From an optimization exercise on the open Yosys and OpenROAD flow, aimed at small area, a short achievable clock period and few clock cycles per item; shortcuts taken in it are not production practice.
Function was checked by simulation only, so behaviour that the tests miss may differ from the original.

## design/flow/run.sh

```bash
#!/bin/bash
# synth_recipe.tcl (not shown) runs the flow's synth.tcl, then flattens the netlist and writes it again
# the make line also repeats each setting of config.mk as NAME=value (left out here)
make -C /OpenROAD-flow-scripts/flow DESIGN_CONFIG=/design/flow/config.mk WORK_HOME=/design/flow/orfs CLKGATE_MAP_FILE= SYNTH_SCRIPT=/design/flow/synth_recipe.tcl finish
```

## design/flow/config.mk

```make
export PLATFORM = sky130hd
export DESIGN_NAME = RSA
export DESIGN_NICKNAME = RSA
export VERILOG_FILES = /design/flow/design.v
export SDC_FILE = /design/flow/constraint.sdc
export NUM_CORES = 4
export LEC_CHECK = 0
export CAP_MARGIN = 20
export CORE_MARGIN = 2
export CORE_UTILIZATION = 40
export PLACE_DENSITY = 0.6
export SLEW_MARGIN = 20
```

## design/flow/constraint.sdc

```tcl
create_clock -name core_clock -period 145.0 [get_ports {clk}]
set_input_delay 29.0000 -clock core_clock [delete_from_list [all_inputs] [get_ports {clk}]]
set_output_delay 29.0000 -clock core_clock [all_outputs]
set_load 0.01 [all_outputs]
```

## design/flow/design.v

```verilog
module RSA #(
    parameter WIDTH = 16
)(
    input clk,
    input reset,
    input [WIDTH-1:0] Data,
    input [5:0] Key,
    input [WIDTH-1:0] N,
    output [WIDTH-1:0] Result,
    output Done
);
    reg [15:0] Dr, Nr;
    reg [5:0]  Kr;
    always @(posedge clk) begin
        Dr <= Data;
        Nr <= N;
        Kr <= Key;
    end
    reg [15:0] R;           
    reg [2:0] j;            
    reg mul;                
    reg first;              
    reg done;
    wire [3:0] s = Nr[15] ? 4'd0 : Nr[14] ? 4'd1 : Nr[13] ? 4'd2 : Nr[12] ? 4'd3 :
                   Nr[11] ? 4'd4 : Nr[10] ? 4'd5 : Nr[9]  ? 4'd6 : Nr[8]  ? 4'd7 :
                   Nr[7]  ? 4'd8 : Nr[6]  ? 4'd9 : Nr[5]  ? 4'd10 : Nr[4] ? 4'd11 :
                   Nr[3]  ? 4'd12 : Nr[2] ? 4'd13 : Nr[1]  ? 4'd14 : 4'd15;
    wire [15:0] Nn = Nr << s;       
    wire [15:0] Bn = R << s;        
    wire [15:0] A = mul ? ((Kr == 6'd0) ? 16'd1 : Dr) : R;
    wire [33:0] pp0 = {34{A[0]}} & ({18'd0, Bn} << 0);
    wire [33:0] pp1 = {34{A[1]}} & ({18'd0, Bn} << 1);
    wire [33:0] pp2 = {34{A[2]}} & ({18'd0, Bn} << 2);
    wire [33:0] pp3 = {34{A[3]}} & ({18'd0, Bn} << 3);
    wire [33:0] pp4 = {34{A[4]}} & ({18'd0, Bn} << 4);
    wire [33:0] pp5 = {34{A[5]}} & ({18'd0, Bn} << 5);
    wire [33:0] pp6 = {34{A[6]}} & ({18'd0, Bn} << 6);
    wire [33:0] pp7 = {34{A[7]}} & ({18'd0, Bn} << 7);
    wire [33:0] pp8 = {34{A[8]}} & ({18'd0, Bn} << 8);
    wire [33:0] pp9 = {34{A[9]}} & ({18'd0, Bn} << 9);
    wire [33:0] pp10 = {34{A[10]}} & ({18'd0, Bn} << 10);
    wire [33:0] pp11 = {34{A[11]}} & ({18'd0, Bn} << 11);
    wire [33:0] pp12 = {34{A[12]}} & ({18'd0, Bn} << 12);
    wire [33:0] pp13 = {34{A[13]}} & ({18'd0, Bn} << 13);
    wire [33:0] pp14 = {34{A[14]}} & ({18'd0, Bn} << 14);
    wire [33:0] pp15 = {34{A[15]}} & ({18'd0, Bn} << 15);
    wire [33:0] ms0 = pp0 ^ pp1 ^ pp2;
    wire [33:0] mc0m = (pp0 & pp1) | (pp0 & pp2) | (pp1 & pp2);
    wire [33:0] mc0 = {mc0m[32:0], 1'b0};
    wire [33:0] ms1 = pp3 ^ pp4 ^ pp5;
    wire [33:0] mc1m = (pp3 & pp4) | (pp3 & pp5) | (pp4 & pp5);
    wire [33:0] mc1 = {mc1m[32:0], 1'b0};
    wire [33:0] ms2 = pp6 ^ pp7 ^ pp8;
    wire [33:0] mc2m = (pp6 & pp7) | (pp6 & pp8) | (pp7 & pp8);
    wire [33:0] mc2 = {mc2m[32:0], 1'b0};
    wire [33:0] ms3 = pp9 ^ pp10 ^ pp11;
    wire [33:0] mc3m = (pp9 & pp10) | (pp9 & pp11) | (pp10 & pp11);
    wire [33:0] mc3 = {mc3m[32:0], 1'b0};
    wire [33:0] ms4 = pp12 ^ pp13 ^ pp14;
    wire [33:0] mc4m = (pp12 & pp13) | (pp12 & pp14) | (pp13 & pp14);
    wire [33:0] mc4 = {mc4m[32:0], 1'b0};
    wire [33:0] ms5 = ms0 ^ mc0 ^ ms1;
    wire [33:0] mc5m = (ms0 & mc0) | (ms0 & ms1) | (mc0 & ms1);
    wire [33:0] mc5 = {mc5m[32:0], 1'b0};
    wire [33:0] ms6 = mc1 ^ ms2 ^ mc2;
    wire [33:0] mc6m = (mc1 & ms2) | (mc1 & mc2) | (ms2 & mc2);
    wire [33:0] mc6 = {mc6m[32:0], 1'b0};
    wire [33:0] ms7 = ms3 ^ mc3 ^ ms4;
    wire [33:0] mc7m = (ms3 & mc3) | (ms3 & ms4) | (mc3 & ms4);
    wire [33:0] mc7 = {mc7m[32:0], 1'b0};
    wire [33:0] ms8 = ms5 ^ mc5 ^ ms6;
    wire [33:0] mc8m = (ms5 & mc5) | (ms5 & ms6) | (mc5 & ms6);
    wire [33:0] mc8 = {mc8m[32:0], 1'b0};
    wire [33:0] ms9 = mc6 ^ ms7 ^ mc7;
    wire [33:0] mc9m = (mc6 & ms7) | (mc6 & mc7) | (ms7 & mc7);
    wire [33:0] mc9 = {mc9m[32:0], 1'b0};
    wire [33:0] ms10 = ms8 ^ mc8 ^ ms9;
    wire [33:0] mc10m = (ms8 & mc8) | (ms8 & ms9) | (mc8 & ms9);
    wire [33:0] mc10 = {mc10m[32:0], 1'b0};
    wire [33:0] ms11 = mc9 ^ mc4 ^ pp15;
    wire [33:0] mc11m = (mc9 & mc4) | (mc9 & pp15) | (mc4 & pp15);
    wire [33:0] mc11 = {mc11m[32:0], 1'b0};
    wire [33:0] ms12 = ms10 ^ mc10 ^ ms11;
    wire [33:0] mc12m = (ms10 & mc10) | (ms10 & ms11) | (mc10 & ms11);
    wire [33:0] mc12 = {mc12m[32:0], 1'b0};
    wire [33:0] ms13 = ms12 ^ mc12 ^ mc11;
    wire [33:0] mc13m = (ms12 & mc12) | (ms12 & mc11) | (mc12 & mc11);
    wire [33:0] mc13 = {mc13m[32:0], 1'b0};
    wire [33:0] S16 = ms13;
    wire [33:0] C16 = mc13;
    wire [4:0] tH = S16[33:29] + C16[33:29];
    wire [4:0] H16 = tH;
    wire [28:0] SL16 = S16[28:0];
    wire [28:0] CL16 = C16[28:0];
    wire n14 = Nn[14];
    wire qp15 = ~H16[4];                                
    wire qm15 = H16[4] & ~(H16[3] & H16[2] & H16[1]);   
    wire [13:0] d15 = qp15 ? ~Nn[13:0] : qm15 ? Nn[13:0] : 14'd0;
    wire [13:0] a15 = SL16[28:15];
    wire [13:0] b15 = CL16[28:15];
    wire [13:0] fs15 = a15 ^ b15 ^ d15;
    wire [13:0] fc15 = (a15 & b15) | (a15 & d15) | (b15 & d15);
    wire [4:0] dh15 = qp15 ? (n14 ? 5'b11000 : 5'b11010) : qm15 ? (n14 ? 5'b00110 : 5'b00100) : 5'd0;
    wire s13p15 = a15[13] ^ b15[13] ^ ~Nn[13];
    wire c13p15 = (a15[13] & b15[13]) | (a15[13] & ~Nn[13]) | (b15[13] & ~Nn[13]);
    wire c12p15 = (a15[12] & b15[12]) | (a15[12] & ~Nn[12]) | (b15[12] & ~Nn[12]);
    wire [4:0] Hp15 = {H16[3:0], 1'b0} + (n14 ? 5'b11000 : 5'b11010) + {4'd0, s13p15} + {4'd0, c12p15} + {3'd0, c13p15, 1'b0};
    wire s13m15 = a15[13] ^ b15[13] ^ Nn[13];
    wire c13m15 = (a15[13] & b15[13]) | (a15[13] & Nn[13]) | (b15[13] & Nn[13]);
    wire c12m15 = (a15[12] & b15[12]) | (a15[12] & Nn[12]) | (b15[12] & Nn[12]);
    wire [4:0] Hm15 = {H16[3:0], 1'b0} + (n14 ? 5'b00110 : 5'b00100) + {4'd0, s13m15} + {4'd0, c12m15} + {3'd0, c13m15, 1'b0};
    wire s13z15 = a15[13] ^ b15[13] ^ 1'b0;
    wire c13z15 = (a15[13] & b15[13]) | (a15[13] & 1'b0) | (b15[13] & 1'b0);
    wire c12z15 = (a15[12] & b15[12]) | (a15[12] & 1'b0) | (b15[12] & 1'b0);
    wire [4:0] Hz15 = {H16[3:0], 1'b0} + 5'd0 + {4'd0, s13z15} + {4'd0, c12z15} + {3'd0, c13z15, 1'b0};
    wire [4:0] H15 = qp15 ? Hp15 : qm15 ? Hm15 : Hz15;
    wire [27:0] SL15 = {fs15[12:0], SL16[14:0]};
    wire [27:0] CL15 = {fc15[11:0], qp15, CL16[14:0]};
    wire qp14 = ~H15[4];                                
    wire qm14 = H15[4] & ~(H15[3] & H15[2] & H15[1]);   
    wire [13:0] d14 = qp14 ? ~Nn[13:0] : qm14 ? Nn[13:0] : 14'd0;
    wire [13:0] a14 = SL15[27:14];
    wire [13:0] b14 = CL15[27:14];
    wire [13:0] fs14 = a14 ^ b14 ^ d14;
    wire [13:0] fc14 = (a14 & b14) | (a14 & d14) | (b14 & d14);
    wire [4:0] dh14 = qp14 ? (n14 ? 5'b11000 : 5'b11010) : qm14 ? (n14 ? 5'b00110 : 5'b00100) : 5'd0;
    wire s13p14 = a14[13] ^ b14[13] ^ ~Nn[13];
    wire c13p14 = (a14[13] & b14[13]) | (a14[13] & ~Nn[13]) | (b14[13] & ~Nn[13]);
    wire c12p14 = (a14[12] & b14[12]) | (a14[12] & ~Nn[12]) | (b14[12] & ~Nn[12]);
    wire [4:0] Hp14 = {H15[3:0], 1'b0} + (n14 ? 5'b11000 : 5'b11010) + {4'd0, s13p14} + {4'd0, c12p14} + {3'd0, c13p14, 1'b0};
    wire s13m14 = a14[13] ^ b14[13] ^ Nn[13];
    wire c13m14 = (a14[13] & b14[13]) | (a14[13] & Nn[13]) | (b14[13] & Nn[13]);
    wire c12m14 = (a14[12] & b14[12]) | (a14[12] & Nn[12]) | (b14[12] & Nn[12]);
    wire [4:0] Hm14 = {H15[3:0], 1'b0} + (n14 ? 5'b00110 : 5'b00100) + {4'd0, s13m14} + {4'd0, c12m14} + {3'd0, c13m14, 1'b0};
    wire s13z14 = a14[13] ^ b14[13] ^ 1'b0;
    wire c13z14 = (a14[13] & b14[13]) | (a14[13] & 1'b0) | (b14[13] & 1'b0);
    wire c12z14 = (a14[12] & b14[12]) | (a14[12] & 1'b0) | (b14[12] & 1'b0);
    wire [4:0] Hz14 = {H15[3:0], 1'b0} + 5'd0 + {4'd0, s13z14} + {4'd0, c12z14} + {3'd0, c13z14, 1'b0};
    wire [4:0] H14 = qp14 ? Hp14 : qm14 ? Hm14 : Hz14;
    wire [26:0] SL14 = {fs14[12:0], SL15[13:0]};
    wire [26:0] CL14 = {fc14[11:0], qp14, CL15[13:0]};
    wire qp13 = ~H14[4];                                
    wire qm13 = H14[4] & ~(H14[3] & H14[2] & H14[1]);   
    wire [13:0] d13 = qp13 ? ~Nn[13:0] : qm13 ? Nn[13:0] : 14'd0;
    wire [13:0] a13 = SL14[26:13];
    wire [13:0] b13 = CL14[26:13];
    wire [13:0] fs13 = a13 ^ b13 ^ d13;
    wire [13:0] fc13 = (a13 & b13) | (a13 & d13) | (b13 & d13);
    wire [4:0] dh13 = qp13 ? (n14 ? 5'b11000 : 5'b11010) : qm13 ? (n14 ? 5'b00110 : 5'b00100) : 5'd0;
    wire s13p13 = a13[13] ^ b13[13] ^ ~Nn[13];
    wire c13p13 = (a13[13] & b13[13]) | (a13[13] & ~Nn[13]) | (b13[13] & ~Nn[13]);
    wire c12p13 = (a13[12] & b13[12]) | (a13[12] & ~Nn[12]) | (b13[12] & ~Nn[12]);
    wire [4:0] Hp13 = {H14[3:0], 1'b0} + (n14 ? 5'b11000 : 5'b11010) + {4'd0, s13p13} + {4'd0, c12p13} + {3'd0, c13p13, 1'b0};
    wire s13m13 = a13[13] ^ b13[13] ^ Nn[13];
    wire c13m13 = (a13[13] & b13[13]) | (a13[13] & Nn[13]) | (b13[13] & Nn[13]);
    wire c12m13 = (a13[12] & b13[12]) | (a13[12] & Nn[12]) | (b13[12] & Nn[12]);
    wire [4:0] Hm13 = {H14[3:0], 1'b0} + (n14 ? 5'b00110 : 5'b00100) + {4'd0, s13m13} + {4'd0, c12m13} + {3'd0, c13m13, 1'b0};
    wire s13z13 = a13[13] ^ b13[13] ^ 1'b0;
    wire c13z13 = (a13[13] & b13[13]) | (a13[13] & 1'b0) | (b13[13] & 1'b0);
    wire c12z13 = (a13[12] & b13[12]) | (a13[12] & 1'b0) | (b13[12] & 1'b0);
    wire [4:0] Hz13 = {H14[3:0], 1'b0} + 5'd0 + {4'd0, s13z13} + {4'd0, c12z13} + {3'd0, c13z13, 1'b0};
    wire [4:0] H13 = qp13 ? Hp13 : qm13 ? Hm13 : Hz13;
    wire [25:0] SL13 = {fs13[12:0], SL14[12:0]};
    wire [25:0] CL13 = {fc13[11:0], qp13, CL14[12:0]};
    wire qp12 = ~H13[4];                                
    wire qm12 = H13[4] & ~(H13[3] & H13[2] & H13[1]);   
    wire [13:0] d12 = qp12 ? ~Nn[13:0] : qm12 ? Nn[13:0] : 14'd0;
    wire [13:0] a12 = SL13[25:12];
    wire [13:0] b12 = CL13[25:12];
    wire [13:0] fs12 = a12 ^ b12 ^ d12;
    wire [13:0] fc12 = (a12 & b12) | (a12 & d12) | (b12 & d12);
    wire [4:0] dh12 = qp12 ? (n14 ? 5'b11000 : 5'b11010) : qm12 ? (n14 ? 5'b00110 : 5'b00100) : 5'd0;
    wire s13p12 = a12[13] ^ b12[13] ^ ~Nn[13];
    wire c13p12 = (a12[13] & b12[13]) | (a12[13] & ~Nn[13]) | (b12[13] & ~Nn[13]);
    wire c12p12 = (a12[12] & b12[12]) | (a12[12] & ~Nn[12]) | (b12[12] & ~Nn[12]);
    wire [4:0] Hp12 = {H13[3:0], 1'b0} + (n14 ? 5'b11000 : 5'b11010) + {4'd0, s13p12} + {4'd0, c12p12} + {3'd0, c13p12, 1'b0};
    wire s13m12 = a12[13] ^ b12[13] ^ Nn[13];
    wire c13m12 = (a12[13] & b12[13]) | (a12[13] & Nn[13]) | (b12[13] & Nn[13]);
    wire c12m12 = (a12[12] & b12[12]) | (a12[12] & Nn[12]) | (b12[12] & Nn[12]);
    wire [4:0] Hm12 = {H13[3:0], 1'b0} + (n14 ? 5'b00110 : 5'b00100) + {4'd0, s13m12} + {4'd0, c12m12} + {3'd0, c13m12, 1'b0};
    wire s13z12 = a12[13] ^ b12[13] ^ 1'b0;
    wire c13z12 = (a12[13] & b12[13]) | (a12[13] & 1'b0) | (b12[13] & 1'b0);
    wire c12z12 = (a12[12] & b12[12]) | (a12[12] & 1'b0) | (b12[12] & 1'b0);
    wire [4:0] Hz12 = {H13[3:0], 1'b0} + 5'd0 + {4'd0, s13z12} + {4'd0, c12z12} + {3'd0, c13z12, 1'b0};
    wire [4:0] H12 = qp12 ? Hp12 : qm12 ? Hm12 : Hz12;
    wire [24:0] SL12 = {fs12[12:0], SL13[11:0]};
    wire [24:0] CL12 = {fc12[11:0], qp12, CL13[11:0]};
    wire qp11 = ~H12[4];                                
    wire qm11 = H12[4] & ~(H12[3] & H12[2] & H12[1]);   
    wire [13:0] d11 = qp11 ? ~Nn[13:0] : qm11 ? Nn[13:0] : 14'd0;
    wire [13:0] a11 = SL12[24:11];
    wire [13:0] b11 = CL12[24:11];
    wire [13:0] fs11 = a11 ^ b11 ^ d11;
    wire [13:0] fc11 = (a11 & b11) | (a11 & d11) | (b11 & d11);
    wire [4:0] dh11 = qp11 ? (n14 ? 5'b11000 : 5'b11010) : qm11 ? (n14 ? 5'b00110 : 5'b00100) : 5'd0;
    wire s13p11 = a11[13] ^ b11[13] ^ ~Nn[13];
    wire c13p11 = (a11[13] & b11[13]) | (a11[13] & ~Nn[13]) | (b11[13] & ~Nn[13]);
    wire c12p11 = (a11[12] & b11[12]) | (a11[12] & ~Nn[12]) | (b11[12] & ~Nn[12]);
    wire [4:0] Hp11 = {H12[3:0], 1'b0} + (n14 ? 5'b11000 : 5'b11010) + {4'd0, s13p11} + {4'd0, c12p11} + {3'd0, c13p11, 1'b0};
    wire s13m11 = a11[13] ^ b11[13] ^ Nn[13];
    wire c13m11 = (a11[13] & b11[13]) | (a11[13] & Nn[13]) | (b11[13] & Nn[13]);
    wire c12m11 = (a11[12] & b11[12]) | (a11[12] & Nn[12]) | (b11[12] & Nn[12]);
    wire [4:0] Hm11 = {H12[3:0], 1'b0} + (n14 ? 5'b00110 : 5'b00100) + {4'd0, s13m11} + {4'd0, c12m11} + {3'd0, c13m11, 1'b0};
    wire s13z11 = a11[13] ^ b11[13] ^ 1'b0;
    wire c13z11 = (a11[13] & b11[13]) | (a11[13] & 1'b0) | (b11[13] & 1'b0);
    wire c12z11 = (a11[12] & b11[12]) | (a11[12] & 1'b0) | (b11[12] & 1'b0);
    wire [4:0] Hz11 = {H12[3:0], 1'b0} + 5'd0 + {4'd0, s13z11} + {4'd0, c12z11} + {3'd0, c13z11, 1'b0};
    wire [4:0] H11 = qp11 ? Hp11 : qm11 ? Hm11 : Hz11;
    wire [23:0] SL11 = {fs11[12:0], SL12[10:0]};
    wire [23:0] CL11 = {fc11[11:0], qp11, CL12[10:0]};
    wire qp10 = ~H11[4];                                
    wire qm10 = H11[4] & ~(H11[3] & H11[2] & H11[1]);   
    wire [13:0] d10 = qp10 ? ~Nn[13:0] : qm10 ? Nn[13:0] : 14'd0;
    wire [13:0] a10 = SL11[23:10];
    wire [13:0] b10 = CL11[23:10];
    wire [13:0] fs10 = a10 ^ b10 ^ d10;
    wire [13:0] fc10 = (a10 & b10) | (a10 & d10) | (b10 & d10);
    wire [4:0] dh10 = qp10 ? (n14 ? 5'b11000 : 5'b11010) : qm10 ? (n14 ? 5'b00110 : 5'b00100) : 5'd0;
    wire s13p10 = a10[13] ^ b10[13] ^ ~Nn[13];
    wire c13p10 = (a10[13] & b10[13]) | (a10[13] & ~Nn[13]) | (b10[13] & ~Nn[13]);
    wire c12p10 = (a10[12] & b10[12]) | (a10[12] & ~Nn[12]) | (b10[12] & ~Nn[12]);
    wire [4:0] Hp10 = {H11[3:0], 1'b0} + (n14 ? 5'b11000 : 5'b11010) + {4'd0, s13p10} + {4'd0, c12p10} + {3'd0, c13p10, 1'b0};
    wire s13m10 = a10[13] ^ b10[13] ^ Nn[13];
    wire c13m10 = (a10[13] & b10[13]) | (a10[13] & Nn[13]) | (b10[13] & Nn[13]);
    wire c12m10 = (a10[12] & b10[12]) | (a10[12] & Nn[12]) | (b10[12] & Nn[12]);
    wire [4:0] Hm10 = {H11[3:0], 1'b0} + (n14 ? 5'b00110 : 5'b00100) + {4'd0, s13m10} + {4'd0, c12m10} + {3'd0, c13m10, 1'b0};
    wire s13z10 = a10[13] ^ b10[13] ^ 1'b0;
    wire c13z10 = (a10[13] & b10[13]) | (a10[13] & 1'b0) | (b10[13] & 1'b0);
    wire c12z10 = (a10[12] & b10[12]) | (a10[12] & 1'b0) | (b10[12] & 1'b0);
    wire [4:0] Hz10 = {H11[3:0], 1'b0} + 5'd0 + {4'd0, s13z10} + {4'd0, c12z10} + {3'd0, c13z10, 1'b0};
    wire [4:0] H10 = qp10 ? Hp10 : qm10 ? Hm10 : Hz10;
    wire [22:0] SL10 = {fs10[12:0], SL11[9:0]};
    wire [22:0] CL10 = {fc10[11:0], qp10, CL11[9:0]};
    wire qp9 = ~H10[4];                                
    wire qm9 = H10[4] & ~(H10[3] & H10[2] & H10[1]);   
    wire [13:0] d9 = qp9 ? ~Nn[13:0] : qm9 ? Nn[13:0] : 14'd0;
    wire [13:0] a9 = SL10[22:9];
    wire [13:0] b9 = CL10[22:9];
    wire [13:0] fs9 = a9 ^ b9 ^ d9;
    wire [13:0] fc9 = (a9 & b9) | (a9 & d9) | (b9 & d9);
    wire [4:0] dh9 = qp9 ? (n14 ? 5'b11000 : 5'b11010) : qm9 ? (n14 ? 5'b00110 : 5'b00100) : 5'd0;
    wire s13p9 = a9[13] ^ b9[13] ^ ~Nn[13];
    wire c13p9 = (a9[13] & b9[13]) | (a9[13] & ~Nn[13]) | (b9[13] & ~Nn[13]);
    wire c12p9 = (a9[12] & b9[12]) | (a9[12] & ~Nn[12]) | (b9[12] & ~Nn[12]);
    wire [4:0] Hp9 = {H10[3:0], 1'b0} + (n14 ? 5'b11000 : 5'b11010) + {4'd0, s13p9} + {4'd0, c12p9} + {3'd0, c13p9, 1'b0};
    wire s13m9 = a9[13] ^ b9[13] ^ Nn[13];
    wire c13m9 = (a9[13] & b9[13]) | (a9[13] & Nn[13]) | (b9[13] & Nn[13]);
    wire c12m9 = (a9[12] & b9[12]) | (a9[12] & Nn[12]) | (b9[12] & Nn[12]);
    wire [4:0] Hm9 = {H10[3:0], 1'b0} + (n14 ? 5'b00110 : 5'b00100) + {4'd0, s13m9} + {4'd0, c12m9} + {3'd0, c13m9, 1'b0};
    wire s13z9 = a9[13] ^ b9[13] ^ 1'b0;
    wire c13z9 = (a9[13] & b9[13]) | (a9[13] & 1'b0) | (b9[13] & 1'b0);
    wire c12z9 = (a9[12] & b9[12]) | (a9[12] & 1'b0) | (b9[12] & 1'b0);
    wire [4:0] Hz9 = {H10[3:0], 1'b0} + 5'd0 + {4'd0, s13z9} + {4'd0, c12z9} + {3'd0, c13z9, 1'b0};
    wire [4:0] H9 = qp9 ? Hp9 : qm9 ? Hm9 : Hz9;
    wire [21:0] SL9 = {fs9[12:0], SL10[8:0]};
    wire [21:0] CL9 = {fc9[11:0], qp9, CL10[8:0]};
    wire qp8 = ~H9[4];                                
    wire qm8 = H9[4] & ~(H9[3] & H9[2] & H9[1]);   
    wire [13:0] d8 = qp8 ? ~Nn[13:0] : qm8 ? Nn[13:0] : 14'd0;
    wire [13:0] a8 = SL9[21:8];
    wire [13:0] b8 = CL9[21:8];
    wire [13:0] fs8 = a8 ^ b8 ^ d8;
    wire [13:0] fc8 = (a8 & b8) | (a8 & d8) | (b8 & d8);
    wire [4:0] dh8 = qp8 ? (n14 ? 5'b11000 : 5'b11010) : qm8 ? (n14 ? 5'b00110 : 5'b00100) : 5'd0;
    wire s13p8 = a8[13] ^ b8[13] ^ ~Nn[13];
    wire c13p8 = (a8[13] & b8[13]) | (a8[13] & ~Nn[13]) | (b8[13] & ~Nn[13]);
    wire c12p8 = (a8[12] & b8[12]) | (a8[12] & ~Nn[12]) | (b8[12] & ~Nn[12]);
    wire [4:0] Hp8 = {H9[3:0], 1'b0} + (n14 ? 5'b11000 : 5'b11010) + {4'd0, s13p8} + {4'd0, c12p8} + {3'd0, c13p8, 1'b0};
    wire s13m8 = a8[13] ^ b8[13] ^ Nn[13];
    wire c13m8 = (a8[13] & b8[13]) | (a8[13] & Nn[13]) | (b8[13] & Nn[13]);
    wire c12m8 = (a8[12] & b8[12]) | (a8[12] & Nn[12]) | (b8[12] & Nn[12]);
    wire [4:0] Hm8 = {H9[3:0], 1'b0} + (n14 ? 5'b00110 : 5'b00100) + {4'd0, s13m8} + {4'd0, c12m8} + {3'd0, c13m8, 1'b0};
    wire s13z8 = a8[13] ^ b8[13] ^ 1'b0;
    wire c13z8 = (a8[13] & b8[13]) | (a8[13] & 1'b0) | (b8[13] & 1'b0);
    wire c12z8 = (a8[12] & b8[12]) | (a8[12] & 1'b0) | (b8[12] & 1'b0);
    wire [4:0] Hz8 = {H9[3:0], 1'b0} + 5'd0 + {4'd0, s13z8} + {4'd0, c12z8} + {3'd0, c13z8, 1'b0};
    wire [4:0] H8 = qp8 ? Hp8 : qm8 ? Hm8 : Hz8;
    wire [20:0] SL8 = {fs8[12:0], SL9[7:0]};
    wire [20:0] CL8 = {fc8[11:0], qp8, CL9[7:0]};
    wire qp7 = ~H8[4];                                
    wire qm7 = H8[4] & ~(H8[3] & H8[2] & H8[1]);   
    wire [13:0] d7 = qp7 ? ~Nn[13:0] : qm7 ? Nn[13:0] : 14'd0;
    wire [13:0] a7 = SL8[20:7];
    wire [13:0] b7 = CL8[20:7];
    wire [13:0] fs7 = a7 ^ b7 ^ d7;
    wire [13:0] fc7 = (a7 & b7) | (a7 & d7) | (b7 & d7);
    wire [4:0] dh7 = qp7 ? (n14 ? 5'b11000 : 5'b11010) : qm7 ? (n14 ? 5'b00110 : 5'b00100) : 5'd0;
    wire s13p7 = a7[13] ^ b7[13] ^ ~Nn[13];
    wire c13p7 = (a7[13] & b7[13]) | (a7[13] & ~Nn[13]) | (b7[13] & ~Nn[13]);
    wire c12p7 = (a7[12] & b7[12]) | (a7[12] & ~Nn[12]) | (b7[12] & ~Nn[12]);
    wire [4:0] Hp7 = {H8[3:0], 1'b0} + (n14 ? 5'b11000 : 5'b11010) + {4'd0, s13p7} + {4'd0, c12p7} + {3'd0, c13p7, 1'b0};
    wire s13m7 = a7[13] ^ b7[13] ^ Nn[13];
    wire c13m7 = (a7[13] & b7[13]) | (a7[13] & Nn[13]) | (b7[13] & Nn[13]);
    wire c12m7 = (a7[12] & b7[12]) | (a7[12] & Nn[12]) | (b7[12] & Nn[12]);
    wire [4:0] Hm7 = {H8[3:0], 1'b0} + (n14 ? 5'b00110 : 5'b00100) + {4'd0, s13m7} + {4'd0, c12m7} + {3'd0, c13m7, 1'b0};
    wire s13z7 = a7[13] ^ b7[13] ^ 1'b0;
    wire c13z7 = (a7[13] & b7[13]) | (a7[13] & 1'b0) | (b7[13] & 1'b0);
    wire c12z7 = (a7[12] & b7[12]) | (a7[12] & 1'b0) | (b7[12] & 1'b0);
    wire [4:0] Hz7 = {H8[3:0], 1'b0} + 5'd0 + {4'd0, s13z7} + {4'd0, c12z7} + {3'd0, c13z7, 1'b0};
    wire [4:0] H7 = qp7 ? Hp7 : qm7 ? Hm7 : Hz7;
    wire [19:0] SL7 = {fs7[12:0], SL8[6:0]};
    wire [19:0] CL7 = {fc7[11:0], qp7, CL8[6:0]};
    wire qp6 = ~H7[4];                                
    wire qm6 = H7[4] & ~(H7[3] & H7[2] & H7[1]);   
    wire [13:0] d6 = qp6 ? ~Nn[13:0] : qm6 ? Nn[13:0] : 14'd0;
    wire [13:0] a6 = SL7[19:6];
    wire [13:0] b6 = CL7[19:6];
    wire [13:0] fs6 = a6 ^ b6 ^ d6;
    wire [13:0] fc6 = (a6 & b6) | (a6 & d6) | (b6 & d6);
    wire [4:0] dh6 = qp6 ? (n14 ? 5'b11000 : 5'b11010) : qm6 ? (n14 ? 5'b00110 : 5'b00100) : 5'd0;
    wire s13p6 = a6[13] ^ b6[13] ^ ~Nn[13];
    wire c13p6 = (a6[13] & b6[13]) | (a6[13] & ~Nn[13]) | (b6[13] & ~Nn[13]);
    wire c12p6 = (a6[12] & b6[12]) | (a6[12] & ~Nn[12]) | (b6[12] & ~Nn[12]);
    wire [4:0] Hp6 = {H7[3:0], 1'b0} + (n14 ? 5'b11000 : 5'b11010) + {4'd0, s13p6} + {4'd0, c12p6} + {3'd0, c13p6, 1'b0};
    wire s13m6 = a6[13] ^ b6[13] ^ Nn[13];
    wire c13m6 = (a6[13] & b6[13]) | (a6[13] & Nn[13]) | (b6[13] & Nn[13]);
    wire c12m6 = (a6[12] & b6[12]) | (a6[12] & Nn[12]) | (b6[12] & Nn[12]);
    wire [4:0] Hm6 = {H7[3:0], 1'b0} + (n14 ? 5'b00110 : 5'b00100) + {4'd0, s13m6} + {4'd0, c12m6} + {3'd0, c13m6, 1'b0};
    wire s13z6 = a6[13] ^ b6[13] ^ 1'b0;
    wire c13z6 = (a6[13] & b6[13]) | (a6[13] & 1'b0) | (b6[13] & 1'b0);
    wire c12z6 = (a6[12] & b6[12]) | (a6[12] & 1'b0) | (b6[12] & 1'b0);
    wire [4:0] Hz6 = {H7[3:0], 1'b0} + 5'd0 + {4'd0, s13z6} + {4'd0, c12z6} + {3'd0, c13z6, 1'b0};
    wire [4:0] H6 = qp6 ? Hp6 : qm6 ? Hm6 : Hz6;
    wire [18:0] SL6 = {fs6[12:0], SL7[5:0]};
    wire [18:0] CL6 = {fc6[11:0], qp6, CL7[5:0]};
    wire qp5 = ~H6[4];                                
    wire qm5 = H6[4] & ~(H6[3] & H6[2] & H6[1]);   
    wire [13:0] d5 = qp5 ? ~Nn[13:0] : qm5 ? Nn[13:0] : 14'd0;
    wire [13:0] a5 = SL6[18:5];
    wire [13:0] b5 = CL6[18:5];
    wire [13:0] fs5 = a5 ^ b5 ^ d5;
    wire [13:0] fc5 = (a5 & b5) | (a5 & d5) | (b5 & d5);
    wire [4:0] dh5 = qp5 ? (n14 ? 5'b11000 : 5'b11010) : qm5 ? (n14 ? 5'b00110 : 5'b00100) : 5'd0;
    wire s13p5 = a5[13] ^ b5[13] ^ ~Nn[13];
    wire c13p5 = (a5[13] & b5[13]) | (a5[13] & ~Nn[13]) | (b5[13] & ~Nn[13]);
    wire c12p5 = (a5[12] & b5[12]) | (a5[12] & ~Nn[12]) | (b5[12] & ~Nn[12]);
    wire [4:0] Hp5 = {H6[3:0], 1'b0} + (n14 ? 5'b11000 : 5'b11010) + {4'd0, s13p5} + {4'd0, c12p5} + {3'd0, c13p5, 1'b0};
    wire s13m5 = a5[13] ^ b5[13] ^ Nn[13];
    wire c13m5 = (a5[13] & b5[13]) | (a5[13] & Nn[13]) | (b5[13] & Nn[13]);
    wire c12m5 = (a5[12] & b5[12]) | (a5[12] & Nn[12]) | (b5[12] & Nn[12]);
    wire [4:0] Hm5 = {H6[3:0], 1'b0} + (n14 ? 5'b00110 : 5'b00100) + {4'd0, s13m5} + {4'd0, c12m5} + {3'd0, c13m5, 1'b0};
    wire s13z5 = a5[13] ^ b5[13] ^ 1'b0;
    wire c13z5 = (a5[13] & b5[13]) | (a5[13] & 1'b0) | (b5[13] & 1'b0);
    wire c12z5 = (a5[12] & b5[12]) | (a5[12] & 1'b0) | (b5[12] & 1'b0);
    wire [4:0] Hz5 = {H6[3:0], 1'b0} + 5'd0 + {4'd0, s13z5} + {4'd0, c12z5} + {3'd0, c13z5, 1'b0};
    wire [4:0] H5 = qp5 ? Hp5 : qm5 ? Hm5 : Hz5;
    wire [17:0] SL5 = {fs5[12:0], SL6[4:0]};
    wire [17:0] CL5 = {fc5[11:0], qp5, CL6[4:0]};
    wire qp4 = ~H5[4];                                
    wire qm4 = H5[4] & ~(H5[3] & H5[2] & H5[1]);   
    wire [13:0] d4 = qp4 ? ~Nn[13:0] : qm4 ? Nn[13:0] : 14'd0;
    wire [13:0] a4 = SL5[17:4];
    wire [13:0] b4 = CL5[17:4];
    wire [13:0] fs4 = a4 ^ b4 ^ d4;
    wire [13:0] fc4 = (a4 & b4) | (a4 & d4) | (b4 & d4);
    wire [4:0] dh4 = qp4 ? (n14 ? 5'b11000 : 5'b11010) : qm4 ? (n14 ? 5'b00110 : 5'b00100) : 5'd0;
    wire s13p4 = a4[13] ^ b4[13] ^ ~Nn[13];
    wire c13p4 = (a4[13] & b4[13]) | (a4[13] & ~Nn[13]) | (b4[13] & ~Nn[13]);
    wire c12p4 = (a4[12] & b4[12]) | (a4[12] & ~Nn[12]) | (b4[12] & ~Nn[12]);
    wire [4:0] Hp4 = {H5[3:0], 1'b0} + (n14 ? 5'b11000 : 5'b11010) + {4'd0, s13p4} + {4'd0, c12p4} + {3'd0, c13p4, 1'b0};
    wire s13m4 = a4[13] ^ b4[13] ^ Nn[13];
    wire c13m4 = (a4[13] & b4[13]) | (a4[13] & Nn[13]) | (b4[13] & Nn[13]);
    wire c12m4 = (a4[12] & b4[12]) | (a4[12] & Nn[12]) | (b4[12] & Nn[12]);
    wire [4:0] Hm4 = {H5[3:0], 1'b0} + (n14 ? 5'b00110 : 5'b00100) + {4'd0, s13m4} + {4'd0, c12m4} + {3'd0, c13m4, 1'b0};
    wire s13z4 = a4[13] ^ b4[13] ^ 1'b0;
    wire c13z4 = (a4[13] & b4[13]) | (a4[13] & 1'b0) | (b4[13] & 1'b0);
    wire c12z4 = (a4[12] & b4[12]) | (a4[12] & 1'b0) | (b4[12] & 1'b0);
    wire [4:0] Hz4 = {H5[3:0], 1'b0} + 5'd0 + {4'd0, s13z4} + {4'd0, c12z4} + {3'd0, c13z4, 1'b0};
    wire [4:0] H4 = qp4 ? Hp4 : qm4 ? Hm4 : Hz4;
    wire [16:0] SL4 = {fs4[12:0], SL5[3:0]};
    wire [16:0] CL4 = {fc4[11:0], qp4, CL5[3:0]};
    wire qp3 = ~H4[4];                                
    wire qm3 = H4[4] & ~(H4[3] & H4[2] & H4[1]);   
    wire [13:0] d3 = qp3 ? ~Nn[13:0] : qm3 ? Nn[13:0] : 14'd0;
    wire [13:0] a3 = SL4[16:3];
    wire [13:0] b3 = CL4[16:3];
    wire [13:0] fs3 = a3 ^ b3 ^ d3;
    wire [13:0] fc3 = (a3 & b3) | (a3 & d3) | (b3 & d3);
    wire [4:0] dh3 = qp3 ? (n14 ? 5'b11000 : 5'b11010) : qm3 ? (n14 ? 5'b00110 : 5'b00100) : 5'd0;
    wire s13p3 = a3[13] ^ b3[13] ^ ~Nn[13];
    wire c13p3 = (a3[13] & b3[13]) | (a3[13] & ~Nn[13]) | (b3[13] & ~Nn[13]);
    wire c12p3 = (a3[12] & b3[12]) | (a3[12] & ~Nn[12]) | (b3[12] & ~Nn[12]);
    wire [4:0] Hp3 = {H4[3:0], 1'b0} + (n14 ? 5'b11000 : 5'b11010) + {4'd0, s13p3} + {4'd0, c12p3} + {3'd0, c13p3, 1'b0};
    wire s13m3 = a3[13] ^ b3[13] ^ Nn[13];
    wire c13m3 = (a3[13] & b3[13]) | (a3[13] & Nn[13]) | (b3[13] & Nn[13]);
    wire c12m3 = (a3[12] & b3[12]) | (a3[12] & Nn[12]) | (b3[12] & Nn[12]);
    wire [4:0] Hm3 = {H4[3:0], 1'b0} + (n14 ? 5'b00110 : 5'b00100) + {4'd0, s13m3} + {4'd0, c12m3} + {3'd0, c13m3, 1'b0};
    wire s13z3 = a3[13] ^ b3[13] ^ 1'b0;
    wire c13z3 = (a3[13] & b3[13]) | (a3[13] & 1'b0) | (b3[13] & 1'b0);
    wire c12z3 = (a3[12] & b3[12]) | (a3[12] & 1'b0) | (b3[12] & 1'b0);
    wire [4:0] Hz3 = {H4[3:0], 1'b0} + 5'd0 + {4'd0, s13z3} + {4'd0, c12z3} + {3'd0, c13z3, 1'b0};
    wire [4:0] H3 = qp3 ? Hp3 : qm3 ? Hm3 : Hz3;
    wire [15:0] SL3 = {fs3[12:0], SL4[2:0]};
    wire [15:0] CL3 = {fc3[11:0], qp3, CL4[2:0]};
    wire qp2 = ~H3[4];                                
    wire qm2 = H3[4] & ~(H3[3] & H3[2] & H3[1]);   
    wire [13:0] d2 = qp2 ? ~Nn[13:0] : qm2 ? Nn[13:0] : 14'd0;
    wire [13:0] a2 = SL3[15:2];
    wire [13:0] b2 = CL3[15:2];
    wire [13:0] fs2 = a2 ^ b2 ^ d2;
    wire [13:0] fc2 = (a2 & b2) | (a2 & d2) | (b2 & d2);
    wire [4:0] dh2 = qp2 ? (n14 ? 5'b11000 : 5'b11010) : qm2 ? (n14 ? 5'b00110 : 5'b00100) : 5'd0;
    wire s13p2 = a2[13] ^ b2[13] ^ ~Nn[13];
    wire c13p2 = (a2[13] & b2[13]) | (a2[13] & ~Nn[13]) | (b2[13] & ~Nn[13]);
    wire c12p2 = (a2[12] & b2[12]) | (a2[12] & ~Nn[12]) | (b2[12] & ~Nn[12]);
    wire [4:0] Hp2 = {H3[3:0], 1'b0} + (n14 ? 5'b11000 : 5'b11010) + {4'd0, s13p2} + {4'd0, c12p2} + {3'd0, c13p2, 1'b0};
    wire s13m2 = a2[13] ^ b2[13] ^ Nn[13];
    wire c13m2 = (a2[13] & b2[13]) | (a2[13] & Nn[13]) | (b2[13] & Nn[13]);
    wire c12m2 = (a2[12] & b2[12]) | (a2[12] & Nn[12]) | (b2[12] & Nn[12]);
    wire [4:0] Hm2 = {H3[3:0], 1'b0} + (n14 ? 5'b00110 : 5'b00100) + {4'd0, s13m2} + {4'd0, c12m2} + {3'd0, c13m2, 1'b0};
    wire s13z2 = a2[13] ^ b2[13] ^ 1'b0;
    wire c13z2 = (a2[13] & b2[13]) | (a2[13] & 1'b0) | (b2[13] & 1'b0);
    wire c12z2 = (a2[12] & b2[12]) | (a2[12] & 1'b0) | (b2[12] & 1'b0);
    wire [4:0] Hz2 = {H3[3:0], 1'b0} + 5'd0 + {4'd0, s13z2} + {4'd0, c12z2} + {3'd0, c13z2, 1'b0};
    wire [4:0] H2 = qp2 ? Hp2 : qm2 ? Hm2 : Hz2;
    wire [14:0] SL2 = {fs2[12:0], SL3[1:0]};
    wire [14:0] CL2 = {fc2[11:0], qp2, CL3[1:0]};
    wire qp1 = ~H2[4];                                
    wire qm1 = H2[4] & ~(H2[3] & H2[2] & H2[1]);   
    wire [13:0] d1 = qp1 ? ~Nn[13:0] : qm1 ? Nn[13:0] : 14'd0;
    wire [13:0] a1 = SL2[14:1];
    wire [13:0] b1 = CL2[14:1];
    wire [13:0] fs1 = a1 ^ b1 ^ d1;
    wire [13:0] fc1 = (a1 & b1) | (a1 & d1) | (b1 & d1);
    wire [4:0] dh1 = qp1 ? (n14 ? 5'b11000 : 5'b11010) : qm1 ? (n14 ? 5'b00110 : 5'b00100) : 5'd0;
    wire s13p1 = a1[13] ^ b1[13] ^ ~Nn[13];
    wire c13p1 = (a1[13] & b1[13]) | (a1[13] & ~Nn[13]) | (b1[13] & ~Nn[13]);
    wire c12p1 = (a1[12] & b1[12]) | (a1[12] & ~Nn[12]) | (b1[12] & ~Nn[12]);
    wire [4:0] Hp1 = {H2[3:0], 1'b0} + (n14 ? 5'b11000 : 5'b11010) + {4'd0, s13p1} + {4'd0, c12p1} + {3'd0, c13p1, 1'b0};
    wire s13m1 = a1[13] ^ b1[13] ^ Nn[13];
    wire c13m1 = (a1[13] & b1[13]) | (a1[13] & Nn[13]) | (b1[13] & Nn[13]);
    wire c12m1 = (a1[12] & b1[12]) | (a1[12] & Nn[12]) | (b1[12] & Nn[12]);
    wire [4:0] Hm1 = {H2[3:0], 1'b0} + (n14 ? 5'b00110 : 5'b00100) + {4'd0, s13m1} + {4'd0, c12m1} + {3'd0, c13m1, 1'b0};
    wire s13z1 = a1[13] ^ b1[13] ^ 1'b0;
    wire c13z1 = (a1[13] & b1[13]) | (a1[13] & 1'b0) | (b1[13] & 1'b0);
    wire c12z1 = (a1[12] & b1[12]) | (a1[12] & 1'b0) | (b1[12] & 1'b0);
    wire [4:0] Hz1 = {H2[3:0], 1'b0} + 5'd0 + {4'd0, s13z1} + {4'd0, c12z1} + {3'd0, c13z1, 1'b0};
    wire [4:0] H1 = qp1 ? Hp1 : qm1 ? Hm1 : Hz1;
    wire [13:0] SL1 = {fs1[12:0], SL2[0:0]};
    wire [13:0] CL1 = {fc1[11:0], qp1, CL2[0:0]};
    wire qp0 = ~H1[4];                                
    wire qm0 = H1[4] & ~(H1[3] & H1[2] & H1[1]);   
    wire [13:0] d0 = qp0 ? ~Nn[13:0] : qm0 ? Nn[13:0] : 14'd0;
    wire [13:0] a0 = SL1[13:0];
    wire [13:0] b0 = CL1[13:0];
    wire [13:0] fs0 = a0 ^ b0 ^ d0;
    wire [13:0] fc0 = (a0 & b0) | (a0 & d0) | (b0 & d0);
    wire [4:0] dh0 = qp0 ? (n14 ? 5'b11000 : 5'b11010) : qm0 ? (n14 ? 5'b00110 : 5'b00100) : 5'd0;
    wire s13p0 = a0[13] ^ b0[13] ^ ~Nn[13];
    wire c13p0 = (a0[13] & b0[13]) | (a0[13] & ~Nn[13]) | (b0[13] & ~Nn[13]);
    wire c12p0 = (a0[12] & b0[12]) | (a0[12] & ~Nn[12]) | (b0[12] & ~Nn[12]);
    wire [4:0] Hp0 = {H1[3:0], 1'b0} + (n14 ? 5'b11000 : 5'b11010) + {4'd0, s13p0} + {4'd0, c12p0} + {3'd0, c13p0, 1'b0};
    wire s13m0 = a0[13] ^ b0[13] ^ Nn[13];
    wire c13m0 = (a0[13] & b0[13]) | (a0[13] & Nn[13]) | (b0[13] & Nn[13]);
    wire c12m0 = (a0[12] & b0[12]) | (a0[12] & Nn[12]) | (b0[12] & Nn[12]);
    wire [4:0] Hm0 = {H1[3:0], 1'b0} + (n14 ? 5'b00110 : 5'b00100) + {4'd0, s13m0} + {4'd0, c12m0} + {3'd0, c13m0, 1'b0};
    wire s13z0 = a0[13] ^ b0[13] ^ 1'b0;
    wire c13z0 = (a0[13] & b0[13]) | (a0[13] & 1'b0) | (b0[13] & 1'b0);
    wire c12z0 = (a0[12] & b0[12]) | (a0[12] & 1'b0) | (b0[12] & 1'b0);
    wire [4:0] Hz0 = {H1[3:0], 1'b0} + 5'd0 + {4'd0, s13z0} + {4'd0, c12z0} + {3'd0, c13z0, 1'b0};
    wire [4:0] H0 = qp0 ? Hp0 : qm0 ? Hm0 : Hz0;
    wire [12:0] SL0 = {fs0[12:0]};
    wire [12:0] CL0 = {fc0[11:0], qp0};
    wire [18:0] r1 = {H0[4], H0, 13'd0} + {6'd0, SL0} + {6'd0, CL0};
    wire [18:0] r2 = {H0[4], H0, 13'd0} + {6'd0, SL0} + {6'd0, CL0} + {3'b000, Nn};
    wire [15:0] rc = r1[18] ? r2[15:0] : r1[15:0];
    wire [15:0] Rn = rc >> s;
    wire [2:0] msb = Kr[5] ? 3'd5 : Kr[4] ? 3'd4 : Kr[3] ? 3'd3 :
                     Kr[2] ? 3'd2 : Kr[1] ? 3'd1 : 3'd0;
    wire [2:0] je = first ? msb : j;
    always @(posedge clk) begin
        if (reset) begin
            R <= 16'd1;
            mul <= 1'b1;
            first <= 1'b1;
            done <= 1'b0;
            j <= 3'd0;
        end else if (!done) begin
            R <= Rn;
            first <= 1'b0;
            if (mul) begin
                if (je == 3'd0) done <= 1'b1;
                else begin
                    j <= je - 3'd1;
                    mul <= 1'b0;
                end
            end else begin
                if (Kr[j]) mul <= 1'b1;
                else if (j == 3'd0) done <= 1'b1;
                else j <= j - 3'd1;
            end
        end
    end
    assign Result = R;
    assign Done = done;
endmodule
```

==> impl_metrics.ini, run 1 <==
[place]
numPortBuffers = 56
placed_cell_area_um2 = 29890
dp_hpwl_um = 61790
gp_congestion = 0.9011

[cells_and_area]
stdcell_area_um2 = 30220
drive_above_1_share = 0.06142
fin_util = 0.4316
num_antenna_cells = 0
nets = 4209
multi_input_area_um2 = 24420
seq_area_um2 = 1201
fillers = 7039
areaGrowthSynthToFinish_pct = 6.673

[yosys]
ys_async_sr_fraction = 0
synth_top_area_frac = 0.3505
yosys_warnings = 1
ys_top_cells_by_area = fa_1 (35%), ha_1 (12%), inv_1 (7.2%)
yosys_register_bits = 60
synth_area_um2 = 28330
ys_seq_area_frac = 0.04240
netlist-cell-type-count = 117
synth-edff-count = 0
synth_common_cells = inv_1 (547), fa_1 (496), nor2_1 (452), ha_1 (275), a21oi_1 (271)
syn-num-nets = 4250
synth_most_common_cell = inv_1
syn_inst = 3439
synth_ff_type = dfxtp_1
postSynthAreaPerCell_um2 = 8.238
post-synth-top-area-cell = fa_1

[worst_setup_path]
path_common_cell = fa_1
crit_path_start_kind = flop
crit_path_max_fanout = 51
crit_type = reg2reg
cp_data_required_time_ns = 145.16
slowest_stage = fa_1
endpoint_kind = flop
arrival_ns = 41.77
max_stage_delay_ns = 0.58

[sta]
period_needed_ns = 41.60
hold_viol = 0
slew_headroom = 0.3215
setup_viol = 0
worst_clock_skew_ns = 0.01330
post-route-period-util = 0.2869
fmax_ghz = 0.02404
finalSetupTns_ns = 0
report.final.slew_viol_count = 0
worst_pin_slew_ns = 1.013
rsz0062_at_grt = false

[global_routing]
grt.overflow.total = 0
grt_antenna_before_repair = 0
grt-busiest-layer = met2
grt_max_degree = 52
grtUsageMet1 = 0.3028
grt_util_met3 = 0.01076
grt_use_total = 0.2100
grt_pass1_vias = 23340
met2_usage = 0.3470
grt_pass1_wl_um = 126400

[drt]
drt_iter0_drc = 1674
drc = 0
dr_total_vias = 22840
first_pass_iters = 5
wl_per_cell_um = 17.23
wl_um = 74830
ant_nets = 0
viasPerCell = 5.258

[clock_network]
cts_buffer_depth = 2
postCtsSetupRepairBufs = 0
cts.repair.resized = 0
cts_htree_levels = 3
clock-sinks = 60
clkSlewWorstSetupHoldPaths_ns = 0.06
cts_buffers = 9
clock-root-buffer = clkbuf_16
cts_tree = built
hold_buffers = 0
clk_latency_ns = 0.33

[run]
cap_violations = 0

[die]
num_rows = 97
ioPinCount = 57
die_h_um = 270.1
start_util = 0.4046
die_w_um = 270.1
dieArea_um2 = 72970
core_um2 = 70030

[status]
status = finished clean

[hold_path]
holdCritPathClass = reg2reg
worst max-delay path, delay by kind of cell, from the launching register on:
kind                       cells  cell delay, ns
AOI/OAI and AO/OA             55           10.10
xor gates and xnor gates       6            1.95
adders and majority gates     50           19.24
buffers and inverters         23            2.56
DFF                            1            0.39
muxes                          4            1.18
and+or+nand+nor               35            5.97
cell usage in the layout, fill, tap and decap left out, types with 35 or more instances in the layout:
| cell type | netlist | final |
|---|---|---|
| xor2_1 | 37 | 37 |
| buf_4 | 6 | 56 |
| a21o_1 | 36 | 36 |
| nand3_1 | 49 | 49 |
| o21ai_0 | 134 | 131 |
| a21oi_1 | 271 | 269 |
| fa_1 | 496 | 496 |
| nand2_1 | 249 | 249 |
| mux2i_1 | 75 | 75 |
| nor2_1 | 452 | 449 |
| inv_1 | 547 | 547 |
| o21bai_1 | 36 | 35 |
| ha_1 | 275 | 275 |
| nand2b_1 | 40 | 40 |
| clkdlybuf4s50_1 | 0 | 56 |
| dfxtp_1 | 60 | 60 |
| xnor2_1 | 68 | 68 |
cell families after synthesis:
kind of cell             share of synthesized area
XOR/XNOR                                   0.03498
AND/OR/NAND/NOR                             0.1482
multiplexers                               0.04134
adder cells (fa/ha/maj)                     0.4719
buffers and inverters                      0.09831
flip-flops                                 0.04240
AO/OA/AOI/OAI                               0.1629
worst paths after layout:
check                                       start                 to  slack, ns  cells after the start
worst max register to register      Nr[2]$_DFF_P_  R[0]$_SDFFE_PP1N_     103.40                    173
worst min register to register  j[0]$_SDFFE_PP0P_  j[0]$_SDFFE_PP0P_       0.57                      2
worst min-delay path            j[0]$_SDFFE_PP0P_  j[0]$_SDFFE_PP0P_       0.57                      2
worst max-delay path                Nr[2]$_DFF_P_  R[0]$_SDFFE_PP1N_     103.40                    173
registers in the layout, indices dropped and copies added (netlist names):
register  flops
Dr           16
Nr           16
R            16
Kr            6
j             3
done          1
first         1
mul           1
layout make-up:
| class | count | area share |
|---|---|---|
| clock buffers | 9 | 0.007452 |
| clock inverters | 7 | 0.003271 |
| inverters | 563 | 0.07001 |
| multi-input cells | 2652 | 0.8081 |
| flip-flops and latches | 60 | 0.03974 |
| well taps | 940 | 0.03892 |
| repair buffers | 112 | 0.03246 |
metal layers:
metal / up-vias / part of all wire / routed length [um]
met5: - / 0 / 0
met4: 0 / 0.024 / 1821
met3: 60 / 0.037 / 2779
met2: 514 / 0.46 / 34750
met1: 11210 / 0.47 / 35480
li1: 11060 / - / -
per-stage QoR:
| step | worst slack, ns | instances | hold WS, ns |
|---|---|---|---|
| floorplan | 107.64 | 3439 | 0.5045 |
| global placement | 103.98 | 4327 | 0.5529 |
| detailed placement | 103.58 | 4327 | 0.5654 |
| CTS | 103.51 | 4343 | 0.5690 |
| global route | 100.13 | 4343 | 0.5966 |
| finish | 103.40 | 4343 | 0.5679 |
Testbench counts, summed over its fixed seeds: cycles 9,642, ops 1,200.
==> run 2: changes to the inputs <==
--- a/design/flow/design.v
+++ b/design/flow/design.v
@@ -17,6 +17,7 @@
         Kr <= Key;
     end
     reg [15:0] R;           
+    reg [15:0] Rs;          
     reg [2:0] j;            
     reg mul;                
     reg first;              
@@ -26,8 +27,27 @@
                    Nr[7]  ? 4'd8 : Nr[6]  ? 4'd9 : Nr[5]  ? 4'd10 : Nr[4] ? 4'd11 :
                    Nr[3]  ? 4'd12 : Nr[2] ? 4'd13 : Nr[1]  ? 4'd14 : 4'd15;
     wire [15:0] Nn = Nr << s;       
-    wire [15:0] Bn = R << s;        
-    wire [15:0] A = mul ? ((Kr == 6'd0) ? 16'd1 : Dr) : R;
+    wire [15:0] lead;
+    genvar g;
+    generate
+        for (g = 0; g < 16; g = g + 1) begin : ld
+            if (g == 15) begin : t
+                assign lead[g] = Nr[g];
+            end else begin : o
+                assign lead[g] = Nr[g] & ~(|Nr[15:g+1]);
+            end
+        end
+    endgenerate
+    wire [15:0] p2s = {lead[0], lead[1], lead[2], lead[3], lead[4], lead[5], lead[6], lead[7],
+                       lead[8], lead[9], lead[10], lead[11], lead[12], lead[13], lead[14], lead[15]};
+    wire [2:0] msb = Kr[5] ? 3'd5 : Kr[4] ? 3'd4 : Kr[3] ? 3'd3 :
+                     Kr[2] ? 3'd2 : Kr[1] ? 3'd1 : 3'd0;
+    wire skip = first & (Dr < Nr) & (Kr[5:1] != 5'd0);
+    wire me = first ? ~skip : mul;
+    wire [2:0] je = first ? (skip ? msb - 3'd1 : msb) : j;
+    wire [15:0] Ds = Dr << s;
+    wire [15:0] Bn = first ? (skip ? Ds : p2s) : Rs;
+    wire [15:0] A = (me | first) ? ((Kr == 6'd0) ? 16'd1 : Dr) : R;
     wire [33:0] pp0 = {34{A[0]}} & ({18'd0, Bn} << 0);
     wire [33:0] pp1 = {34{A[1]}} & ({18'd0, Bn} << 1);
     wire [33:0] pp2 = {34{A[2]}} & ({18'd0, Bn} << 2);
@@ -465,32 +485,38 @@
     wire [18:0] r2 = {H0[4], H0, 13'd0} + {6'd0, SL0} + {6'd0, CL0} + {3'b000, Nn};
     wire [15:0] rc = r1[18] ? r2[15:0] : r1[15:0];
     wire [15:0] Rn = rc >> s;
-    wire [2:0] msb = Kr[5] ? 3'd5 : Kr[4] ? 3'd4 : Kr[3] ? 3'd3 :
-                     Kr[2] ? 3'd2 : Kr[1] ? 3'd1 : 3'd0;
-    wire [2:0] je = first ? msb : j;
     always @(posedge clk) begin
         if (reset) begin
-            R <= 16'd1;
             mul <= 1'b1;
             first <= 1'b1;
             done <= 1'b0;
             j <= 3'd0;
         end else if (!done) begin
-            R <= Rn;
             first <= 1'b0;
-            if (mul) begin
+            if (me) begin
                 if (je == 3'd0) done <= 1'b1;
                 else begin
                     j <= je - 3'd1;
                     mul <= 1'b0;
                 end
             end else begin
-                if (Kr[j]) mul <= 1'b1;
-                else if (j == 3'd0) done <= 1'b1;
-                else j <= j - 3'd1;
+                if (Kr[je]) begin
+                    mul <= 1'b1;
+                    j <= je;
+                end else if (je == 3'd0) done <= 1'b1;
+                else begin
+                    j <= je - 3'd1;
+                    mul <= 1'b0;
+                end
             end
         end
     end
+    always @(posedge clk) begin
+        if (!done) begin
+            R <= Rn;
+            Rs <= rc;
+        end
+    end
     assign Result = R;
     assign Done = done;
 endmodule
--- a/design/flow/config.mk
+++ b/design/flow/config.mk
@@ -5,6 +5,7 @@
 export SDC_FILE = /design/flow/constraint.sdc
 export NUM_CORES = 4
 export LEC_CHECK = 0
+export ABC_AREA = 1
 export CAP_MARGIN = 20
 export CORE_MARGIN = 2
 export CORE_UTILIZATION = 40
==> impl_metrics.ini, run 2 <==
[yosys]
post-synth-top-area-cell = fa_1
synth_top_area_frac = 0.3384
syn-num-nets = 4755
synth_area_um2 = 29350
synth_ff_type = dfxtp_1
synth_most_common_cell = nand2_1
ys_async_sr_fraction = 0
postSynthAreaPerCell_um2 = 7.473
yosys_warnings = 1
synth-edff-count = 32
yosys_register_bits = 76
ys_seq_area_frac = 0.06276
synth_common_cells = nand2_1 (884), inv_1 (736), fa_1 (496), o21ai_0 (338), ha_1 (292)
netlist-cell-type-count = 54
syn_inst = 3927
ys_top_cells_by_area = fa_1 (34%), ha_1 (12%), nand2_1 (11%)

[cells_and_area]
fin_util = 0.4284
drive_above_1_share = 0.05435
stdcell_count = 4879
multi_input_area_um2 = 24060
fillers = 7539
mostFrequentLayoutCells = nand2_1 (883), inv_1 (736), fa_1 (496)
final_common_cell = nand2_1
nets = 4743
areaGrowthSynthToFinish_pct = 6.331
seq_area_um2 = 1842

[worst_setup_path]
crit_type = reg2reg
crit_path_max_fanout = 51
r2r_cells = 177
arrival_ns = 37.82
crit_path_start_kind = flop
endpoint_kind = flop
max_stage_delay_ns = 0.56
path_common_cell = fa_1
cp_data_required_time_ns = 145.10
slowest_stage = fa_1

[drt]
drc = 0
first_pass_iters = 5
viasPerCell = 5.093
drt_iter0_drc = 1639
wl_um = 80660
ant_nets = 0
wl_per_cell_um = 16.53
dr_total_vias = 24850

[place]
placed_cells = 4863
gp_congestion = 0.9316
dp_hpwl_um = 68170
numPortBuffers = 56

[sta]
setup_viol = 0
worst_pin_slew_ns = 1.061
report.final.slew_viol_count = 0
post-route-period-util = 0.2601
finalSetupTns_ns = 0
slew_headroom = 0.2839
period_needed_ns = 37.72
rsz0062_at_grt = false
worst_clock_skew_ns = 0.007580
hold_viol = 0
fmax_ghz = 0.02651

[run]
cap_violations = 0

[die]
die_h_um = 274.9
core_um2 = 72830
dieArea_um2 = 75550
die_w_um = 274.9
num_rows = 99
ioPinCount = 57
start_util = 0.4029

[clock_network]
clk_latency_ns = 0.35
cts.repair.resized = 0
hold_buffers = 0
cts_htree_levels = 3
clock-root-buffer = clkbuf_16
postCtsSetupRepairBufs = 0
cts_tree = built
cts_buffer_depth = 2
cts_buffers = 9
clkSlewWorstSetupHoldPaths_ns = 0.06
clock-sinks = 76

[global_routing]
grt_max_degree = 52
grt.overflow.total = 0
grt_pass1_vias = 25100
grt_pass1_wl_um = 133600
grt_use_total = 0.2210
grt_antenna_before_repair = 0

[status]
status = finished clean

[hold_path]
whs_path_depth = 2
holdCritPathClass = reg2reg
-- run 2: changes by cell type after synthesis, moves of 35 or more --
| cell | change |
|---|---|
| nand2_2 | +37 |
| nor2_1 | -218 |
| nand3_1 | +223 |
| nand2_1 | +635 |
| xnor2_1 | -49 |
| nand2b_1 | -40 |
| inv_1 | +189 |
| mux2i_1 | -67 |
| a21oi_1 | -204 |
| o21ai_0 | +204 |
| clkbuf_1 | -35 |
-- run 2: cell type report --
type / count / share of cell area
timing repair buffer: 105 / 0.02975
tap: 959 / 0.03845
clock inverter: 3 / 0.0004812
multi-input combinational: 2944 / 0.7709
clock buffer: 12 / 0.007578
sequential: 76 / 0.05902
antenna: 1 / 0.00008019
inverter: 779 / 0.09370
-- run 2: per-stage QoR --
stage	hold slack, ns	setup slack (ns)	cell area, um^2
CTS	0.4873	107.16	31200
global route	0.5324	103.91	31200
detailed placement	0.4754	107.23	30950
global placement	0.4740	107.58	30950
floorplan	0.4488	110.90	29350
finish	0.4918	107.29	31200
-- run 2: critical path: cells and delay by family, from the launching register on --
kind / cells / cell delay [ns]
fa+ha+maj: 56 / 21.25
simple gates: 63 / 8.18
compound gates: 26 / 3.89
buf+inv: 27 / 2.94
xor+xnor: 5 / 0.80
flops: 1 / 0.35
-- run 2: final timing paths --
| path | start | endpoint | slack, ns |
|---|---|---|---|
| worst max-delay path | Nr[4]$_DFF_P_ | R[2]$_DFFE_PN_ | 107.29 |
| worst min-delay path | mul$_SDFFE_PP1N_ | mul$_SDFFE_PP1N_ | 0.49 |
| worst max register to register | Nr[4]$_DFF_P_ | R[2]$_DFFE_PN_ | 107.29 |
| worst min register to register | mul$_SDFFE_PP1N_ | mul$_SDFFE_PP1N_ | 0.49 |
-- run 2: cell families after synthesis --
logic type	Yosys count	share of synthesized area
AOI/OAI and AO/OA	516	0.09674
xor gates and xnor gates	66	0.01970
adders and majority gates	788	0.4628
buffers and inverters	907	0.1187
DFF	76	0.06276
muxes	8	0.002729
and+or+nand+nor	1566	0.2366
-- run 2: metal layers --
metal	track usage	wire, um	vias up
met5	0	0	-
met1	0.3077	36920	11860
met4	0.05690	2156	0
li1	-	-	12210
met3	0.02313	4476	111
met2	0.3672	37110	666
Testbench counts of run 2, summed over its fixed seeds: cycles 9,070, ops 1,200.
==> run 3: changes to the inputs <==
==> design/flow/flow/run.sh (new file) <==
#!/bin/bash
# The standard layout (standard synthesis, same constraints), with one change:
# ORFS's repair_timing steps aim for a setup slack of 113 ns instead of 0, so
# that gate sizing and buffering shorten the internal register-to-register
# paths, which the 145 ns clock alone never asks for.  Logic is unchanged.
set -euo pipefail
bash standard.sh SETUP_SLACK_MARGIN=113 finish > flow_make.log 2>&1
==> design/flow/standard.sh (new file) <==
#!/bin/bash
# synth_recipe.tcl (not shown) runs the flow's synth.tcl, then flattens the netlist and writes it again
# the make line also repeats each setting of config.mk as NAME=value (left out here)
make -C /OpenROAD-flow-scripts/flow DESIGN_CONFIG=/design/flow/config.mk WORK_HOME=/design/flow/orfs CLKGATE_MAP_FILE= SYNTH_SCRIPT=/design/flow/synth_recipe.tcl "${@:-finish}"
removed: design/flow/run.sh
==> impl_metrics.ini, run 3 <==
[sta]
layout_setup_ws_ns = 113.66
report.final.slew_viol_count = 0
worst_clock_skew_ns = 0.007343
period_needed_ns = 31.34
timing.hold.ws_ns = 0.4848
worst_pin_slew_ns = 1.052
rsz0062_at_grt = true
setup_viol = 0
finalSetupTns_ns = 0
post-route-period-util = 0.2161
slew_headroom = 0.2895
fmax_ghz = 0.03191
hold_viol = 0

[drt]
first_pass_iters = 5
drt_iter0_drc = 1812
viasPerCell = 5.120
ant_nets = 0
wl_per_cell_um = 16.84
dr_wl_met3_um = 4228
dr_total_vias = 26110
route.met2.wl_um = 40630
drc = 0
maxUsedRoutingLayer = met4
wl_um = 85860
met1_length_um = 38660

[place]
gp_congestion = 0.9550
placed_cells = 4861
pre_cts_ws_ns = 108.49
dp_hpwl_um = 67520
numPortBuffers = 56

[worst_setup_path]
crit_type = reg2reg
slowest_stage = fa_1
path_common_cell = fa_2
cp_data_required_time_ns = 145.10
crit_path_start_kind = flop
max_stage_delay_ns = 0.54
arrival_ns = 31.44
endpoint_kind = flop
crit_path_max_fanout = 6

[yosys]
synth_top_area_frac = 0.3384
ys_top_cells_by_area = fa_1 (34%), ha_1 (12%), nand2_1 (11%)
synth-edff-count = 32
syn_inst = 3927
syn-num-nets = 4755
synth_area_um2 = 29350
synth_common_cells = nand2_1 (884), inv_1 (736), fa_1 (496), o21ai_0 (338), ha_1 (292)
yosys_register_bits = 76
synth_most_common_cell = nand2_1
synth_ff_type = dfxtp_1
ys_seq_area_frac = 0.06276
ys_async_sr_fraction = 0
postSynthAreaPerCell_um2 = 7.473
netlist-cell-type-count = 54
yosys_warnings = 1
post-synth-top-area-cell = fa_1

[die]
dieArea_um2 = 75550
core_um2 = 72830
ioPinCount = 57
die_w_um = 274.9
num_rows = 99
die_h_um = 274.9
start_util = 0.4029

[global_routing]
grt_use_total = 0.2292
grt_max_degree = 51
grt.overflow.total = 0
grt_pass1_vias = 26030
grt_pass1_wl_um = 139200
grt_antenna_before_repair = 0

[cells_and_area]
stdcell_count = 5100
multi_input_area_um2 = 25980
drive_above_1_share = 0.1997
num_antenna_cells = 0
mostFrequentLayoutCells = nand2_1 (818), inv_1 (680), fa_1 (432)
fillers = 7135
final_common_cell = nand2_1
nets = 4964
seq_area_um2 = 1858
fin_util = 0.4819
areaGrowthSynthToFinish_pct = 19.60

[run]
cap_violations = 0

[clock_network]
clock-root-buffer = clkbuf_16
clock-sinks = 76
cts_buffer_depth = 2
cts_buffers = 9
hold_buffers = 0
clkSlewWorstSetupHoldPaths_ns = 0.06
clk_latency_ns = 0.35
cts_htree_levels = 3
cts_tree = built

[hold_path]
holdCritPathClass = reg2reg

[status]
status = finished clean
-- run 3: cell counts after synthesis --
Identical to the previous run, type by type.
-- run 3: worst max-delay path, delay by kind of cell, from the launching register on --
family | cells | cell delay (ns)
AOI/OAI and AO/OA | 26 | 3.02
xor gates and xnor gates | 7 | 1.13
adders and majority gates | 55 | 18.88
buffers and inverters | 26 | 1.90
DFF | 1 | 0.36
and+or+nand+nor | 63 | 5.76
-- run 3: cell type report --
| type | instances | share of cell area |
|---|---|---|
| repair buffers | 324 | 0.07849 |
| flip-flops and latches | 76 | 0.05294 |
| inverters | 779 | 0.08477 |
| multi-input cells | 2946 | 0.7402 |
| clock inverters | 6 | 0.002923 |
| well taps | 959 | 0.03419 |
| clock buffers | 10 | 0.006523 |
-- run 3: timing repair --
action                                  4_1_cts  5_1_grt
buffers inserted                            128       88
endpoints found under the setup margin       32       32
resized for setup                           263      276
cloned                                        4        3
pin swaps                                   113      222
-- run 3: path summary, 6_finish.rpt --
path,startpoint,to,slack [ns],cells past startpoint
setup / recovery,Nr[2]$_DFF_P_,R[2]$_DFFE_PN_,113.66,177
hold / removal,mul$_SDFFE_PP1N_,mul$_SDFFE_PP1N_,0.48,2
setup reg to reg,Nr[2]$_DFF_P_,R[2]$_DFFE_PN_,113.66,177
hold reg to reg,mul$_SDFFE_PP1N_,mul$_SDFFE_PP1N_,0.48,2
-- run 3: through the flow --
step | cell area [um^2]
floorplan | 29520
global placement | 31060
detailed placement | 31060
CTS | 33400
global route | 35100
finish | 35100
-- run 3: cell families after synthesis --
logic type / count (synthesis) / share of synthesized area
mux: 8 / 0.002729
simple gates: 1566 / 0.2366
flops: 76 / 0.06276
compound gates: 516 / 0.09674
buf+inv: 907 / 0.1187
fa+ha+maj: 788 / 0.4628
xor+xnor: 66 / 0.01970
-- run 3: metal layers --
metal / vias up / track usage
met1: 12580 / 0.3217
met3: 123 / 0.01318
li1: 12670 / -
met4: 0 / 0.05875
met5: - / 0
met2: 748 / 0.3862

port drivers added, routing unchanged:
In the flow no input, the clock included, has a driving cell. The finished layouts below were timed again as built, in two steps. Step 1, drivers: a clkbuf_16 drives clk and a buf_2 each remaining input, both assumed. Step 2 also shifts input and output timing later by t, the mid clock arrival at the registers, as if the neighbouring blocks saw the same clock. a / b / c = no drivers / after step 1 / after step 2; a / b = the first two.
run	t (ns)	setup slack, ns	worst setup path at the end
run 1	0.354	103.397 / 103.397 / 103.397	register to register
run 2	0.391	107.285 / 107.285 / 107.285	register to register
run 3	0.386	113.664 / 113.664 / 113.664	register to register
After both steps setup and hold are still met in every run listed.
